Source: an optimization exercise on an open RTL-to-GDS flow (aim: small area). Production flows keep margins and buffers that such runs may drop.
RTL that was checked went through simulation tests only; none was proved equivalent to the original.
Power and IR drop assume default switching activity.

==> flow/design.v <==
module chan_ctrl
(
	input  wire clk,  
	input  wire rst_n,
	output wire [ 6:0] rd_addr,
	input  wire [31:0] rd_data,
	output wire [ 6:0] wr_addr,
	output wire [31:0] wr_data,
	output wire        wr_stb,
	input  wire        sync_stb,
	input  wire [31:0] ch_enas,
	output reg  [ 7:0] out_data,
	output wire        out_stb_addr,  
	output wire        out_stb_mix    
);
	localparam [4:0] W0  = 5'd10;   
	localparam [4:0] W2  = 5'd1;
	localparam [4:0] W3  = 5'd9;
	localparam [4:0] B0  = 5'd8;   
	localparam [4:0] B1  = 5'd4;
	localparam [4:0] B3  = 5'd5;
	localparam [4:0] BS  = 5'd0;   
	localparam [4:0] O0  = 5'd27;   
	localparam [4:0] O2  = 5'd20;
	localparam [4:0] A0  = 5'd14;   
	localparam [4:0] A3  = 5'd2;
	localparam [4:0] SZ  = 5'd11;  
	localparam [4:0] LP  = 5'd12;  
	localparam [4:0] SV  = 5'd13;  
	localparam [4:0] NE  = 5'd6;  
	localparam [4:0] ND0 = 5'd15;  
	localparam [4:0] ND2 = 5'd16;
	reg [4:0] st, next_st;
	reg [4:0] curr_ch;
	reg [31:0] offset;
	reg        c12;      
	reg        flag;     
	reg [5:0]  vol_l;    
	reg [5:0]  vol_r;    
	reg [13:0] base;     
	wire ch_ena = ch_enas[curr_ch];
	wire last   = &curr_ch;
	always @*
	case( st )
	W0:  next_st = sync_stb ? B0 : W0;
	W2:  next_st = sync_stb ? B3 : W3;
	W3:  next_st = sync_stb ? B0 : W0;
	B0:  next_st = ch_ena ? O0 : ND0;
	B3:  next_st = ch_ena ? O0 : ND0;
	B1:  next_st = ch_ena ? O2 : ND2;
	BS:  next_st = W2;
	O0:  next_st = A0;
	O2:  next_st = A3;
	A0:  next_st = SZ;
	A3:  next_st = SZ;
	SZ:  next_st = LP;
	LP:  next_st = SV;
	SV:  next_st = NE;
	NE:  next_st = last ? BS : B1;
	ND0: next_st = last ? BS : B1;
	ND2: next_st = last ? BS : B1;
	default: next_st = W0;
	endcase
	always @(posedge clk)
	if( !rst_n )
		st <= W0;
	else
		st <= next_st;
	wire s_next = (st==NE) || (st==ND0) || (st==ND2);
	wire s_offs = (st==O0) || (st==O2);
	wire s_add  = (st==A0) || (st==A3);
	wire s_size = (st==SZ);
	wire s_loop = (st==LP);
	wire s_save = (st==SV);
	wire [4:0] ch_inc;
	assign ch_inc[0] = s_next;
	genvar ci;
	generate
	for( ci=1; ci<5; ci=ci+1 ) begin: chi
		assign ch_inc[ci] = ch_inc[ci-1] & curr_ch[ci-1];
	end
	endgenerate
	always @(posedge clk)
		curr_ch <= {5{rst_n}} & (curr_ch ^ ch_inc);
	wire [12:0] lo;
	chan_ctrl_add12 u_lo (.a(offset[11:0]), .b(rd_data[25:14]), .s(lo));
	reg  [19:0] bop;
	always @*
	if( s_add )
		bop = {14'd0, rd_data[31:26]};
	else if( s_size )
		bop = ~rd_data[27:8];
	else if( s_loop )
		bop = flag ? rd_data[27:8] : 20'd0;
	else if( s_save )
		bop = 20'hFFFFF;
	else
		bop = {base[11:0], 8'd0};
	wire        cin = s_add || ((s_size || s_save) && c12);
	wire [20:0] hi;
	chan_ctrl_add20 u_hi (.a(offset[31:12]), .b(bop), .ci(cin), .s(hi));
	wire s_hw  = s_add || s_loop || s_save;
	wire h_lo  = !(s_offs || s_add);
	wire h_hi  = !(s_offs || s_hw);
	always @(posedge clk)
	begin
		offset[11:0]  <= ({12{s_offs}} & rd_data[11:0]) | ({12{s_add}} & lo[11:0]) | ({12{h_lo}} & offset[11:0]);
		offset[31:12] <= ({20{s_offs}} & rd_data[31:12]) | ({20{s_hw}} & hi[19:0]) | ({20{h_hi}} & offset[31:12]);
	end
	always @(posedge clk)
	begin
		c12  <= (s_add & lo[12]) | (!(s_add || s_next) & c12);
		flag <= (s_add & hi[20]) | (!s_add & (flag | (s_size & hi[20])));
	end
	wire s_ne   = (st==NE);
	wire h_vol  = !(s_add || s_next);
	wire h_b0   = !(s_size || s_ne);
	wire h_b1   = !(s_loop || s_ne);
	wire [5:0] vr_in = rd_data[5:0] ^ {6{rd_data[12]}};
	wire [13:0] bsum = {base[13:12] + {1'b0, hi[20]}, hi[19:8]};
	always @(posedge clk)
	begin
		vol_l       <= ({6{s_add}} & rd_data[11:6]) | ({6{s_next}} & offset[17:12]) | ({6{h_vol}} & vol_l);
		vol_r[1:0]  <= ({2{s_add}} & vr_in[1:0]) | ({2{s_next}} & offset[19:18]) | ({2{h_vol}} & vol_r[1:0]);
		vol_r[5:2]  <= ({4{s_add}} & vr_in[5:2]) | ({4{h_vol}} & vol_r[5:2]);
		base[7:0]   <= ({8{s_size}} & rd_data[7:0]) | ({8{s_ne}} & bsum[7:0]) | ({8{h_b0}} & base[7:0]);
		base[13:8]  <= ({6{s_loop}} & rd_data[5:0]) | ({6{s_ne}} & bsum[13:8]) | ({6{h_b1}} & base[13:8]);
	end
	wire [1:0] ra;
	assign ra[0] = (st==W2) || (st==O0) || (st==O2) || (st==ND0) || (st==ND2) ||
	               (st==SZ) || (st==LP) || (st==SV) || (st==NE);
	assign ra[1] = (st==A0) || (st==A3) || (st==SZ) || (st==LP) || (st==SV) || (st==NE);
	assign rd_addr = {curr_ch, ra};
	assign wr_addr = {curr_ch, 2'd0};
	assign wr_data = offset;
	assign wr_stb  = (st==NE);
	assign out_stb_mix  = rst_n && ( (st==LP) || (st==SV) || (st==NE) );
	assign out_stb_addr = rst_n && ( (st==B1) || (st==BS) || (st==O2) || (st==ND2) ||
	                                 (st==W2) || (st==A3) || (st==B3) || (st==W3) );
	always @*
	case( st )
	LP:          out_data = offset[11:4];
	SV:          out_data = {2'd0, vol_l};
	NE:          out_data = {2'd0, vol_r};
	B1, BS:      out_data = {2'd0, base[13:8]};
	O2, ND2, W2: out_data = base[7:0];
	default:     out_data = {vol_r[1:0], vol_l};
	endcase
endmodule
module chan_ctrl_add12
(
	input  wire [11:0] a,
	input  wire [11:0] b,
	output wire [12:0] s
);
	wire [11:0] g = a & b;
	wire [11:0] p = a ^ b;
	wire [12:0] c;
	assign c[0] = 1'b0;
	genvar gi;
	generate
	for( gi=0; gi<12; gi=gi+2 ) begin: grp
		assign c[gi+1] = g[gi] | p[gi] & c[gi];
		assign c[gi+2] = g[gi+1] | p[gi+1] & g[gi] | p[gi+1] & p[gi] & c[gi];
	end
	endgenerate
	assign s = {c[12], p ^ c[11:0]};
endmodule
module chan_ctrl_add20
(
	input  wire [19:0] a,
	input  wire [19:0] b,
	input  wire        ci,
	output wire [20:0] s
);
	wire [19:0] g = a & b;
	wire [19:0] p = a ^ b;
	wire [10:0] c;    
	wire [10:0] c0;   
	wire [10:0] c1;   
	assign c[0]  = ci;
	assign c0[0] = 1'b0;
	assign c1[0] = 1'b1;
	genvar gi;
	generate
	for( gi=0; gi<10; gi=gi+2 ) begin: grp
		assign c[gi+1]  = g[gi] | p[gi] & c[gi];
		assign c[gi+2]  = g[gi+1] | p[gi+1] & g[gi] | p[gi+1] & p[gi] & c[gi];
		assign c0[gi+1] = g[gi+10] | p[gi+10] & c0[gi];
		assign c0[gi+2] = g[gi+11] | p[gi+11] & g[gi+10] | p[gi+11] & p[gi+10] & c0[gi];
		assign c1[gi+1] = g[gi+10] | p[gi+10] & c1[gi];
		assign c1[gi+2] = g[gi+11] | p[gi+11] & g[gi+10] | p[gi+11] & p[gi+10] & c1[gi];
	end
	endgenerate
	wire [10:0] cu = c[10] ? c1 : c0;
	assign s = {cu[10], p ^ {cu[9:0], c[9:0]}};
endmodule
clock: 5.0 ns
lec_check: 0
cap_margin: 20
core_margin: 2
core_utilization: 65
slew_margin: 20
standard.sh (not shown) runs the stock make flow with config.mk's settings and CLKGATE_MAP_FILE= SYNTH_SCRIPT=/design/flow/synth_recipe.tcl, a recipe that flattens the netlist after the stock synthesis.
==> flow/flow/run.sh <==
#!/bin/bash
# Own layout flow. Synthesis: the standard synthesis, then the same
# synthesis again with an area-oriented ABC mapping (flow/own_abc.tcl); the
# second netlist is used only if its registers are exactly the standard
# synthesis's (names and cell types), else the standard one is kept.
# Layout: the standard ORFS steps, with port buffers of the smallest buffer
# cell and a small clock tree without dummy loads. Each tool's output goes
# to its own log in this folder.
set -euo pipefail
R=orfs/results/sky130hd/chan_ctrl/base
bash standard.sh synth > synth_standard.log 2>&1
cp $R/1_2_yosys.v standard_1_2_yosys.v
{ head -1 synth_recipe.tcl; cat flow/own_abc.tcl; tail -n +2 synth_recipe.tcl; } > own_synth.tcl
bash standard.sh clean_synth > clean_synth.log 2>&1
if bash standard.sh SYNTH_SCRIPT=$PWD/own_synth.tcl synth > synth_own.log 2>&1 &&
   python3 flow/regs.py standard_1_2_yosys.v $R/1_2_yosys.v > regs_check.log 2>&1; then
  echo "using the own synthesis" >> regs_check.log
else
  echo "using the standard synthesis" >> regs_check.log
  bash standard.sh clean_synth > clean_synth2.log 2>&1
  bash standard.sh synth > synth_standard2.log 2>&1
fi
export BUFFER_PORTS_ARGS="-buffer_cell sky130_fd_sc_hd__buf_1"
export CTS_ARGS="-sink_clustering_enable -repair_clock_nets -dont_use_dummy_load -root_buf sky130_fd_sc_hd__clkbuf_8 -buf_list {sky130_fd_sc_hd__clkbuf_4}"
bash standard.sh finish > layout.log 2>&1
Other scripts of this flow, unchanged in this note and not shown: flow/flow/own_abc.tcl, flow/flow/regs.py
Change:
--- a/flow/design.v
+++ b/flow/design.v
@@ -15,19 +15,19 @@
 );
 	localparam [4:0] W0  = 5'd10;   
 	localparam [4:0] W2  = 5'd1;
-	localparam [4:0] W3  = 5'd9;
+	localparam [4:0] W3  = 5'd2;
 	localparam [4:0] B0  = 5'd8;   
 	localparam [4:0] B1  = 5'd4;
 	localparam [4:0] B3  = 5'd5;
-	localparam [4:0] BS  = 5'd0;   
+	localparam [4:0] BS  = 5'd6;   
 	localparam [4:0] O0  = 5'd27;   
 	localparam [4:0] O2  = 5'd20;
-	localparam [4:0] A0  = 5'd14;   
-	localparam [4:0] A3  = 5'd2;
+	localparam [4:0] A0  = 5'd9;   
+	localparam [4:0] A3  = 5'd0;
 	localparam [4:0] SZ  = 5'd11;  
 	localparam [4:0] LP  = 5'd12;  
 	localparam [4:0] SV  = 5'd13;  
-	localparam [4:0] NE  = 5'd6;  
+	localparam [4:0] NE  = 5'd14;  
 	localparam [4:0] ND0 = 5'd15;  
 	localparam [4:0] ND2 = 5'd16;
 	reg [4:0] st, next_st;
@@ -126,10 +126,14 @@
 		base[7:0]   <= ({8{s_size}} & rd_data[7:0]) | ({8{s_ne}} & bsum[7:0]) | ({8{h_b0}} & base[7:0]);
 		base[13:8]  <= ({6{s_loop}} & rd_data[5:0]) | ({6{s_ne}} & bsum[13:8]) | ({6{h_b1}} & base[13:8]);
 	end
-	wire [1:0] ra;
-	assign ra[0] = (st==W2) || (st==O0) || (st==O2) || (st==ND0) || (st==ND2) ||
-	               (st==SZ) || (st==LP) || (st==SV) || (st==NE);
-	assign ra[1] = (st==A0) || (st==A3) || (st==SZ) || (st==LP) || (st==SV) || (st==NE);
+	reg [1:0] ra;
+	always @*
+	case( st )
+	W2, O0, O2, ND0, ND2: ra = 2'd1;
+	A0, A3:               ra = 2'd2;
+	SZ, LP, SV, NE:       ra = 2'd3;
+	default:              ra = 2'd0;
+	endcase
 	assign rd_addr = {curr_ch, ra};
 	assign wr_addr = {curr_ch, 2'd0};
 	assign wr_data = offset;
The new run ran to the end with no violations.
Synthesized area is higher by 2.6%.
Worst setup slack degrades by 0.021 ns.
Routed wire length barely changes.
Final cell count is higher by 1.6%.
Via count is higher by 0.80%.
First-iteration DRC count is lower by 11%.
Die area is higher by about 2.5%.
Combinational power is lower by about 4%.
Critical path depth is lower by 2.
Clock skew is lower by 0.0089 ns.


Setup of R:
RTL: the design.v shown in full above, as it stands there.
clock: 5.0 ns
lec_check: 0
cap_margin: 20
core_margin: 2
core_utilization: 65
slew_margin: 20
==> flow/flow/run.sh <==
#!/bin/bash
# Own layout flow. Synthesis: the standard synthesis, then the same
# synthesis again with an ABC mapping of its own (flow/own_abc.tcl, flow/abc.script); the
# second netlist is used only if its registers are exactly the standard
# synthesis's (names and cell types), else the standard one is kept.
# Layout: the standard ORFS steps, with port buffers of the smallest buffer
# cell and a small clock tree without dummy loads. Each tool's output goes
# to its own log in this folder.
set -euo pipefail
R=orfs/results/sky130hd/chan_ctrl/base
bash standard.sh synth > synth_standard.log 2>&1
cp $R/1_2_yosys.v standard_1_2_yosys.v
{ head -1 synth_recipe.tcl; cat flow/own_abc.tcl; tail -n +2 synth_recipe.tcl; } > own_synth.tcl
export OWN_ABC_SCRIPT=$PWD/flow/abc.script
bash standard.sh clean_synth > clean_synth.log 2>&1
if bash standard.sh SYNTH_SCRIPT=$PWD/own_synth.tcl synth > synth_own.log 2>&1 &&
   python3 flow/regs.py standard_1_2_yosys.v $R/1_2_yosys.v > regs_check.log 2>&1; then
  echo "using the own synthesis" >> regs_check.log
else
  echo "using the standard synthesis" >> regs_check.log
  bash standard.sh clean_synth > clean_synth2.log 2>&1
  bash standard.sh synth > synth_standard2.log 2>&1
fi
export BUFFER_PORTS_ARGS="-buffer_cell sky130_fd_sc_hd__buf_1"
export CTS_ARGS="-sink_clustering_enable -repair_clock_nets -dont_use_dummy_load -root_buf sky130_fd_sc_hd__clkbuf_8 -buf_list {sky130_fd_sc_hd__clkbuf_4}"
bash standard.sh finish > layout.log 2>&1
Other scripts of this flow, unchanged in this note and not shown: flow/flow/abc.script, flow/flow/own_abc.tcl, flow/flow/regs.py
No stage failed in R, and the final checks on the layout all came back clean.
Relative to R, the following input files were edited for Q:
--- a/flow/design.v
+++ b/flow/design.v
@@ -12,24 +12,24 @@
 	output reg  [ 7:0] out_data,
 	output wire        out_stb_addr,  
 	output wire        out_stb_mix    
 );
-	localparam [4:0] W0  = 5'd10;   
+	localparam [4:0] W0  = 5'd8;   
 	localparam [4:0] W2  = 5'd1;
 	localparam [4:0] W3  = 5'd9;
-	localparam [4:0] B0  = 5'd8;   
-	localparam [4:0] B1  = 5'd4;
+	localparam [4:0] B0  = 5'd4;   
+	localparam [4:0] B1  = 5'd3;
 	localparam [4:0] B3  = 5'd5;
-	localparam [4:0] BS  = 5'd0;   
-	localparam [4:0] O0  = 5'd27;   
-	localparam [4:0] O2  = 5'd20;
+	localparam [4:0] BS  = 5'd15;   
+	localparam [4:0] O0  = 5'd20;   
+	localparam [4:0] O2  = 5'd27;
 	localparam [4:0] A0  = 5'd14;   
 	localparam [4:0] A3  = 5'd2;
 	localparam [4:0] SZ  = 5'd11;  
 	localparam [4:0] LP  = 5'd12;  
 	localparam [4:0] SV  = 5'd13;  
 	localparam [4:0] NE  = 5'd6;  
-	localparam [4:0] ND0 = 5'd15;  
+	localparam [4:0] ND0 = 5'd0;  
 	localparam [4:0] ND2 = 5'd16;
 	reg [4:0] st, next_st;
 	reg [4:0] curr_ch;
 	reg [31:0] offset;
[summary]
The post-place setup slack in Q was lower than what R gave.
Compared to R, Q shows a wider setup margin.
Result for Q and R: all clean
Against R, net switching power of the design in Q came out worse.
Compared R against Q; synthesized area within noise.
Q -> R: number of failing hold endpoints at the final stage delta 0, exact match
Function not checked in Q: the RTL went through the layout flow alone.

## static timing again, ports no longer ideal
Ports are ideal in the flow. The routed layouts listed here were re-timed in OpenROAD. Step 1 assumes that a clkbuf_16 drives the clock port and a buf_2 every other input. Step 2, shift: input delay + t, output delay - t, t = (earliest + latest rising clock arrival at the registers) / 2. This alone moves slack from input paths to output paths. a / b / c = ideal / step 1 / step 2; a / b = the first two.
run	t, ns	setup slack, ns	slew at the worst register clock pin (ns)
the first run of note 1	0.381	0.458 / 0.458 / 0.180	0.09 / 0.09
the second run of note 1	0.377	0.437 / 0.437 / 0.353	0.09 / 0.09
R	0.373	0.365 / 0.365 / 0.202	0.08 / 0.08
Q	0.378	0.378 / 0.381 / 0.003	0.08 / 0.08
After both steps setup and hold are still met in every run listed. The setup slack of Q, which loses most, moves by +0.003 ns with the drivers and by -0.375 ns with both steps.
